What follows belongs to an exercise in optimizing a design on an open flow for small area; a production flow would make more cautious choices. Only simulation tests tie the RTL to the original design; equivalence was not proved. No activity file was given, so power comes from the tool's default toggle rates.

`design/flow/config.mk`:
```
export PLATFORM = sky130hd
export DESIGN_NAME = reactiontimer
export DESIGN_NICKNAME = reactiontimer
export VERILOG_FILES = /design/flow/design.v
export SDC_FILE = /design/flow/constraint.sdc
export NUM_CORES = 4
export LEC_CHECK = 0
export CAP_MARGIN = 20
export CORE_MARGIN = 2
export CORE_UTILIZATION = 40
export SLEW_MARGIN = 20
```
`design/flow/design.v`:
```
module reactiontimer(keybutton, selection, trig, echo, cin, rst, segments, d, led);
	input cin;
	input rst;
	input [1:0] keybutton;
	input [9:0] selection;
	output [41:0] segments;
	output d;
	output [9:0] led;
	input echo;
	output trig;
	wire key0 = keybutton[0];
	wire key1 = keybutton[1];
	wire sel9 = selection[9];
	wire sel8 = selection[8];
	wire sel0 = selection[0];
	reg [13:0] ph;
	reg [1:0] m3;
	wire ph_end = (ph == 14'd9999);
	always @(posedge cin) begin
		if (rst) begin
			ph <= 14'd0;
			m3 <= 2'd0;
		end else begin
			ph <= ph_end ? 14'd0 : ph + 1'b1;
			m3 <= (m3 == 2'd2) ? 2'd0 : m3 + 1'b1;
		end
	end
	wire tick = (m3 == 2'd2) & ~ph[0];
	wire one_us = ~ph[0];
	assign trig = (ph[13:5] == 9'd0) & (ph[4:0] != 5'd0) & (ph[4:0] <= 5'd20);
	reg [9:0] usc;
	reg dist_gt;
	wire usc_sat = usc[9] & usc[8] & usc[7] & usc[5];
	always @(posedge cin) begin
		if (rst) begin
			usc <= 10'd0;
			dist_gt <= 1'b0;
		end else if (one_us) begin
			if (echo) begin
				if (~usc_sat)
					usc <= usc + 1'b1;
			end else if (usc != 10'd0) begin
				dist_gt <= usc_sat;
				usc <= 10'd0;
			end
		end
	end
	reg b_gt, stop;
	always @(posedge cin) begin
		if (rst) begin
			b_gt <= 1'b0;
			stop <= 1'b0;
		end else if (tick) begin
			b_gt <= dist_gt;
			stop <= key0 & b_gt;
		end
	end
	reg [11:0] r;
	always @(posedge cin) begin
		if (rst)
			r <= 12'b010010101101;
		else
			r <= {r[10:0], r[5] ^ r[6]};
	end
	reg [11:0] dc1;
	reg a1;
	always @(posedge cin) begin
		if (rst) begin
			dc1 <= 12'd0;
			a1 <= 1'b0;
		end else if (~key0) begin
			dc1 <= r;
			a1 <= 1'b0;
		end else if (tick) begin
			if (dc1 == 12'd0)
				a1 <= 1'b1;
			else begin
				dc1 <= dc1 - 1'b1;
				a1 <= 1'b0;
			end
		end
	end
	reg decide, b, act1;
	wire decide_next = sel0 ? stop : key0;
	always @(posedge cin) begin
		if (rst) begin
			decide <= 1'b0;
			b <= 1'b0;
			act1 <= 1'b0;
		end else begin
			decide <= decide_next;
			if (sel9)
				b <= 1'b0;
			else if (decide_next & ~decide)
				b <= ~b;
			act1 <= ~sel9 & b & a1;
		end
	end
	reg [3:0] c_hi;
	always @(posedge cin) begin
		if (rst)
			c_hi <= 4'b0001;
		else if (tick)
			c_hi <= {c_hi[2:0], c_hi[3]};
	end
	wire [3:0] c_lo = {ph[1:0] == 2'd3, ph[1:0] == 2'd2, ph[1:0] == 2'd1, ph[1:0] == 2'd0};
	reg W, y, s1, signal2, flag;
	reg [10:0] dc2;
	reg s2;
	reg [7:0] light2;
	always @(posedge cin) begin
		if (rst) begin
			W <= 1'b0;
			y <= 1'b0;
			signal2 <= 1'b0;
			s1 <= 1'b0;
			flag <= 1'b0;
			light2 <= 8'd0;
		end else begin
			if (sel9) begin
				W <= ~key1;
				y <= flag;
				signal2 <= s2 & s1;
			end else begin
				W <= 1'b0;
				y <= 1'b1;
				signal2 <= 1'b0;
			end
			s1 <= (W & ~s1) | (~y & s1);
			flag <= (light2 != 8'd0) & (selection[7:0] == light2);
			if (~signal2)
				light2 <= 8'd0;
			else if (light2 == 8'd0)
				light2 <= {c_hi, c_lo};
		end
	end
	always @(posedge cin) begin
		if (rst) begin
			dc2 <= 11'd0;
			s2 <= 1'b0;
		end else if (W) begin
			dc2 <= 11'd1500;
			s2 <= 1'b0;
		end else if (tick) begin
			if (dc2 == 11'd0)
				s2 <= 1'b1;
			else begin
				dc2 <= dc2 - 1'b1;
				s2 <= 1'b0;
			end
		end
	end
	reg m_p, m_pp, m_started, r34;
	always @(posedge cin) begin
		if (rst) begin
			m_p <= 1'b0;
			m_pp <= 1'b0;
			m_started <= 1'b0;
			r34 <= 1'b0;
		end else if (tick) begin
			r34 <= m_p ^ m_pp;
			m_p <= sel9;
			m_pp <= m_started ? m_p : ~sel9;
			m_started <= 1'b1;
		end
	end
	reg R;
	wire act = act1 | signal2;
	always @(posedge cin) begin
		if (rst)
			R <= 1'b0;
		else
			R <= (~b & ~key0 & ~sel9) | (~signal2 & ~key1 & sel9) | r34;
	end
	reg [23:0] o;
	wire [5:0] en;
	assign en[0] = tick & act;
	assign en[1] = en[0] & (o[3:0] == 4'd9);
	assign en[2] = en[1] & (o[7:4] == 4'd9);
	assign en[3] = en[2] & (o[11:8] == 4'd9);
	assign en[4] = en[3] & (o[15:12] == 4'd9);
	assign en[5] = en[4] & (o[19:16] == 4'd9);
	genvar gi;
	generate
		for (gi = 0; gi < 6; gi = gi + 1) begin : digit
			always @(posedge cin) begin
				if (rst | R)
					o[4*gi+3:4*gi] <= 4'd0;
				else if (en[gi])
					o[4*gi+3:4*gi] <= (o[4*gi+3:4*gi] == 4'd9) ? 4'd0 : o[4*gi+3:4*gi] + 1'b1;
			end
		end
	endgenerate
	reg sw_q, x, b_q, s2_q;
	reg [23:0] hs1, hs2;
	wire fall1 = b_q & ~b;
	wire fall2 = s2_q & ~signal2;
	wire o_nz = (o != 24'd0);
	always @(posedge cin) begin
		if (rst) begin
			sw_q <= 1'b0;
			x <= 1'b0;
			b_q <= 1'b0;
			s2_q <= 1'b0;
			hs1 <= 24'd0;
			hs2 <= 24'd0;
		end else begin
			sw_q <= sel0;
			if (sel0 & ~sw_q)
				x <= ~x;
			b_q <= b;
			s2_q <= signal2;
			if (fall1) begin
				if (o_nz & ((hs1 == 24'd0) | (o < hs1)))
					hs1 <= o;
				else if (sel0 & x)
					hs1 <= 24'd0;
			end
			if (fall2) begin
				if (o_nz & ((hs2 == 24'd0) | (o < hs2)))
					hs2 <= o;
				else if (sel0 & x)
					hs2 <= 24'd0;
			end
		end
	end
	assign led = {{2{act1}}, {8{act1}} | light2};
	assign d = 1'b0;
	wire [23:0] C = sel8 ? (sel9 ? hs2 : hs1) : o;
	generate
		for (gi = 0; gi < 6; gi = gi + 1) begin : seg
			reg [6:0] sg;
			always @(*) begin
				case (C[4*gi+3:4*gi])
					4'd0: sg = 7'b1000000;
					4'd1: sg = 7'b1111001;
					4'd2: sg = 7'b0100100;
					4'd3: sg = 7'b0110000;
					4'd4: sg = 7'b0011001;
					4'd5: sg = 7'b0010010;
					4'd6: sg = 7'b0000010;
					4'd7: sg = 7'b1111000;
					4'd8: sg = 7'b0000000;
					4'd9: sg = 7'b0010000;
					default: sg = 7'bxxxxxxx;
				endcase
			end
			assign segments[7*gi+6:7*gi] = sg;
		end
	endgenerate
endmodule
```
`design/flow/run.sh`:
```
#!/bin/bash
# synth_recipe.tcl (not shown) runs the flow's synth.tcl, then flattens the netlist and writes it again
# the make line also repeats each setting of config.mk as NAME=value (left out here)
make -C /OpenROAD-flow-scripts/flow DESIGN_CONFIG=/design/flow/config.mk WORK_HOME=/design/flow/orfs CLKGATE_MAP_FILE= SYNTH_SCRIPT=/design/flow/synth_recipe.tcl finish
```
`design/flow/constraint.sdc`:
```
create_clock -name core_clock -period 20.0 [get_ports {cin}]
set_input_delay 4.0000 -clock core_clock [delete_from_list [all_inputs] [get_ports {cin}]]
set_output_delay 4.0000 -clock core_clock [all_outputs]
set_load 0.01 [all_outputs]
```
==> flow_summary_export.csv <==
group,metric,value,unit
run_status,outcome,"finished clean",
clock_network,cts_resized,0,
drt,drc_errors,0,
clock_network,cts-root-buf,"clkbuf_16",
layout,final_area,11200,sq um
logic_synthesis,synth_area_leader_cell,"dfxtp_1",
floorplan,row_count,57,
critical_path,crit_path_start_kind,"input port",
placement,dp_cells,1512,
hold_path,hold_start,"y",
timing,setup_viol,0,
clock_network,postCtsHoldBufs,0,
placement,gp_congestion,0.839,
layout,layout_common_cells,"dfxtp_1 (167), nor2_1 (136), nand2_1 (120)",
floorplan,coreArea,24200,sq um
clock_network,clockBufferDepth,2,
critical_path,cp_slowest_stage_delay,0.77,ns
floorplan,die-area,25700,sq um
drt,vias,7861,
timing,maxSlewViolCount,0,
clock_network,clk_latency,0.43,ns
global_routing,grt_use_total,17.3,%
drt,vias_per_cell,5.09,
drt,wl,21.6,mm
power,p_clk_share,42.9,%
global_routing,grt_pass1_wl,36.9,mm
critical_path,worst_r2r_endpoint,"hs2[14]",
hold_path,holdPathStages,1,
logic_synthesis,syn-cell-area,9770,sq um
timing,finalClockSkew,0.0120,ns
critical_path,crit_chain,"buf_2 > mux2i_1 > a21oi_1 > inv_1 > ha_1 > nor2_1 > a21oi_1 > nor2_1 > clkdlybuf4s50_1",
placement,dpl_cell_area,10600,sq um
power,peakVddDrop,62.1,uV
logic_synthesis,syn-mean-instance-area,8.35,sq um
logic_synthesis,ys_ff_latch,167,
timing,tightest_slew,1.04,ns
clock_network,htree_levels,4,
timing,slew_headroom,30.7,%
power,p_int,558,uW
power,pwr-share-seq,46.1,%
clock_network,clk_pin_slew,0.06,ns
layout,multiInputGateArea,5800,sq um
drt,postRouteAntennaNets,0,
logic_synthesis,syn-num-nets,1263,
layout,final_cell_count_no_fill,1543,
logic_synthesis,synthCells,1169,
layout,final_common_cell,"dfxtp_1",
floorplan,io-pin-count,69,
floorplan,dieWidth,160,um
drt,drt_iter0_drc,392,
logic_synthesis,synth-edff-count,0,
critical_path,cp.arrival,6.53,ns
timing,period_minus_slack,10.53,ns
global_routing,grt_pass1_vias,7453,
floorplan,initial_core_util,40.4,%
clock_network,cts_setup_buffers,0,
power,pwr-share-comb,11.1,%
drt,wl_per_cell,14.0,um
critical_path,critPathSlowestCell,"buf_2",
logic_synthesis,synth_ff_type,"dfxtp_1",
hold_path,hp-class,"reg -> reg",
global_routing,gr-total-overflow,0,
timing,rsz0062_at_grt,"no",
logic_synthesis,yosys_warnings,1,
layout,ff_latch_area,3340,sq um
logic_synthesis,synth_top_area_share,34.2,%
clock_network,cts_tree,"built",
layout,fillCellCount,2378,
drt,dr.pass1.iters,4,
clock_network,cts.sinks,167,
placement,io_buffers,67,
power,p_sw,203,uW
critical_path,worstSetupPathType,"in -> out",
timing,hold_viol,0,
floorplan,die_h,160,um
run,max_cap_violations,0,
timing,fmax,94.9,MHz
power,swShare,26.6,%
timing,tns,0,ns
critical_path,rrSetupSlack,16.61,ns
timing,finalCritPeriodShare,52.7,%
critical_path,worstPathRequired,16.00,ns
placement,dpl.hpwl,15.3,mm
power,power.density,68.2,nW/um^2
critical_path,reg2reg_depth,8,
placement,place_ws,9.44,ns
layout,nNetsFinal,1301,
critical_path,crit_path_start,"selection[9]",
critical_path,cp_max_fo,44,
logic_synthesis,ys_seq_area_share,34.2,%
logic_synthesis,synth.distinct_cells,72,
logic_synthesis,yosys-top-cells-area,"dfxtp_1 (34%), ha_1 (10%), mux2i_1 (8.0%), nor2_1 (5.2%), nand2_1 (4.6%)",
timing,timing.final.ws_setup,9.47,ns
layout,num_antenna_cells,0,
layout,syn_to_final_growth,14.3,%
critical_path,reg2reg_from,"o[13]",
clock_network,cts_made_buffers,17,
timing,hold_slack,0.412,ns
global_routing,grt_start_max_net_pins,70,
global_routing,antenna_found_initial,0,
hold_path,min_to,"s1",
layout,drive_above_1_share,7.14,%
power,p_leak,0.00423,uW
logic_synthesis,synthArstFlopShare,0,%
critical_path,endpoint_kind,"output pin",
per-layer routing:
| layer | global-route usage [%] | vias up | share of wire [%] |
|---|---|---|---|
| met5 | 0 | - | 0 |
| met4 | 4.14 | 0 | 1.1 |
| met3 | 3.71 | 16 | 3.7 |
| met2 | 29.1 | 119 | 47 |
| met1 | 22.8 | 3648 | 48 |
| li1 | - | 4078 | - |
kinds of logic (layout without fill, tap and decap cells):
group	Yosys count	count (layout)	synth area share [%]
other	1	1	0.0384
buffers and inverters	141	191	6.56
adder cells (fa/ha/maj)	79	79	10.1
XOR/XNOR	58	58	5.20
AO/OA/AOI/OAI	179	179	11.4
AND/OR/NAND/NOR	466	466	24.4
flip-flops	167	167	34.2
multiplexers	78	78	7.99
cell type report:
type                    count  share of cell area (%)
multi-input cells         861                    52.0
well taps                 324                    3.63
clock buffers              17                    3.81
repair buffers             74                    6.35
clock inverters            14                    1.41
inverters                  86                    2.89
flip-flops and latches    167                    30.0
state kept, by name, summed over array words and instances (netlist names), 2 cells and up:
signal	count
r	12
c_hi	4
usc	10
o	24
m3	2
hs1	24
hs2	24
ph	14
dc2	11
dc1	12
light2	8
synth_stat cells (all sizes together) (7+ instances only):
| master | instances |
|---|---|
| nor2b | 23 |
| or2 | 16 |
| nand4 | 16 |
| nor3 | 22 |
| xnor2 | 33 |
| nor3b | 10 |
| nand2 | 120 |
| a21oi | 78 |
| nor2 | 137 |
| o211ai | 13 |
| buf | 19 |
| clkbuf | 34 |
| a211oi | 26 |
| mux2i | 78 |
| dfxtp | 167 |
| or2b | 19 |
| or3 | 7 |
| and3 | 14 |
| xor2 | 25 |
| o21ai | 38 |
| nand2b | 14 |
| nand3 | 14 |
| ha | 79 |
| inv | 86 |
| nor4 | 29 |
through the flow:
stage / power (uW) / util [%]
after floorplan: 414 / -
after global placement: 442 / 43.8
after detailed placement: 443 / 43.8
after CTS: 770 / 46.2
after global routing: 796 / 46.2
final: 761 / 46.2
worst max-delay path by stage:
stage | to | slack (ns) | depth (start not counted)
final | segments[31] | 9.47 | 9
after global routing | segments[24] | 9.19 | 9
after CTS | segments[24] | 9.45 | 9
after detailed placement | segments[38] | 9.44 | 9
after global placement | segments[31] | 9.50 | 9
after floorplan | segments[3] | 10.18 | 10
critical path: cells and delay by family:
kind	cells	cell delay, ns
buffers and inverters	3	1.43
AO/OA/AOI/OAI	2	0.39
multiplexers	1	0.18
AND/OR/NAND/NOR	2	0.20
adder cells (fa/ha/maj)	1	0.32
power groups by stage:
stage / clock (uW) / sequential [uW] / combinational (uW)
after global routing: 350 / 352 / 94.5
after detailed placement: 0 / 358 / 84.9
after global placement: 0 / 358 / 84.0
after floorplan: 0 / 356 / 58.2
after CTS: 334 / 351 / 85.4
final: 326 / 351 / 84.2

[port drivers added, routing unchanged]
In the flow no input, the clock included, has a driving cell. The finished layout below was timed again as built, in two steps. Step 1, drivers: a clkbuf_16 drives cin and a buf_2 each remaining input, both assumed. Step 2 adds t to the input delays and takes it off the output delays; t is the mean of the earliest and latest rising clock arrival at the registers after step 1. Input paths then give back, and output paths get back, about the clock's delay inside the block. Three values: ideal, step 1, step 2; two values: the first two.
shift t [ns]: 0.468
setup WS [ns]: 9.468 / 9.440 / 9.440
hold slack, ns: 0.412 / 0.412 / 0.412
slew at the worst register clock pin (ns): 0.07 / 0.07
worst data-port slew with drivers (ns): 0.04
After both steps this run still meets setup and hold. The setup slack of this run moves by -0.028 ns with the drivers and by -0.028 ns with both steps.
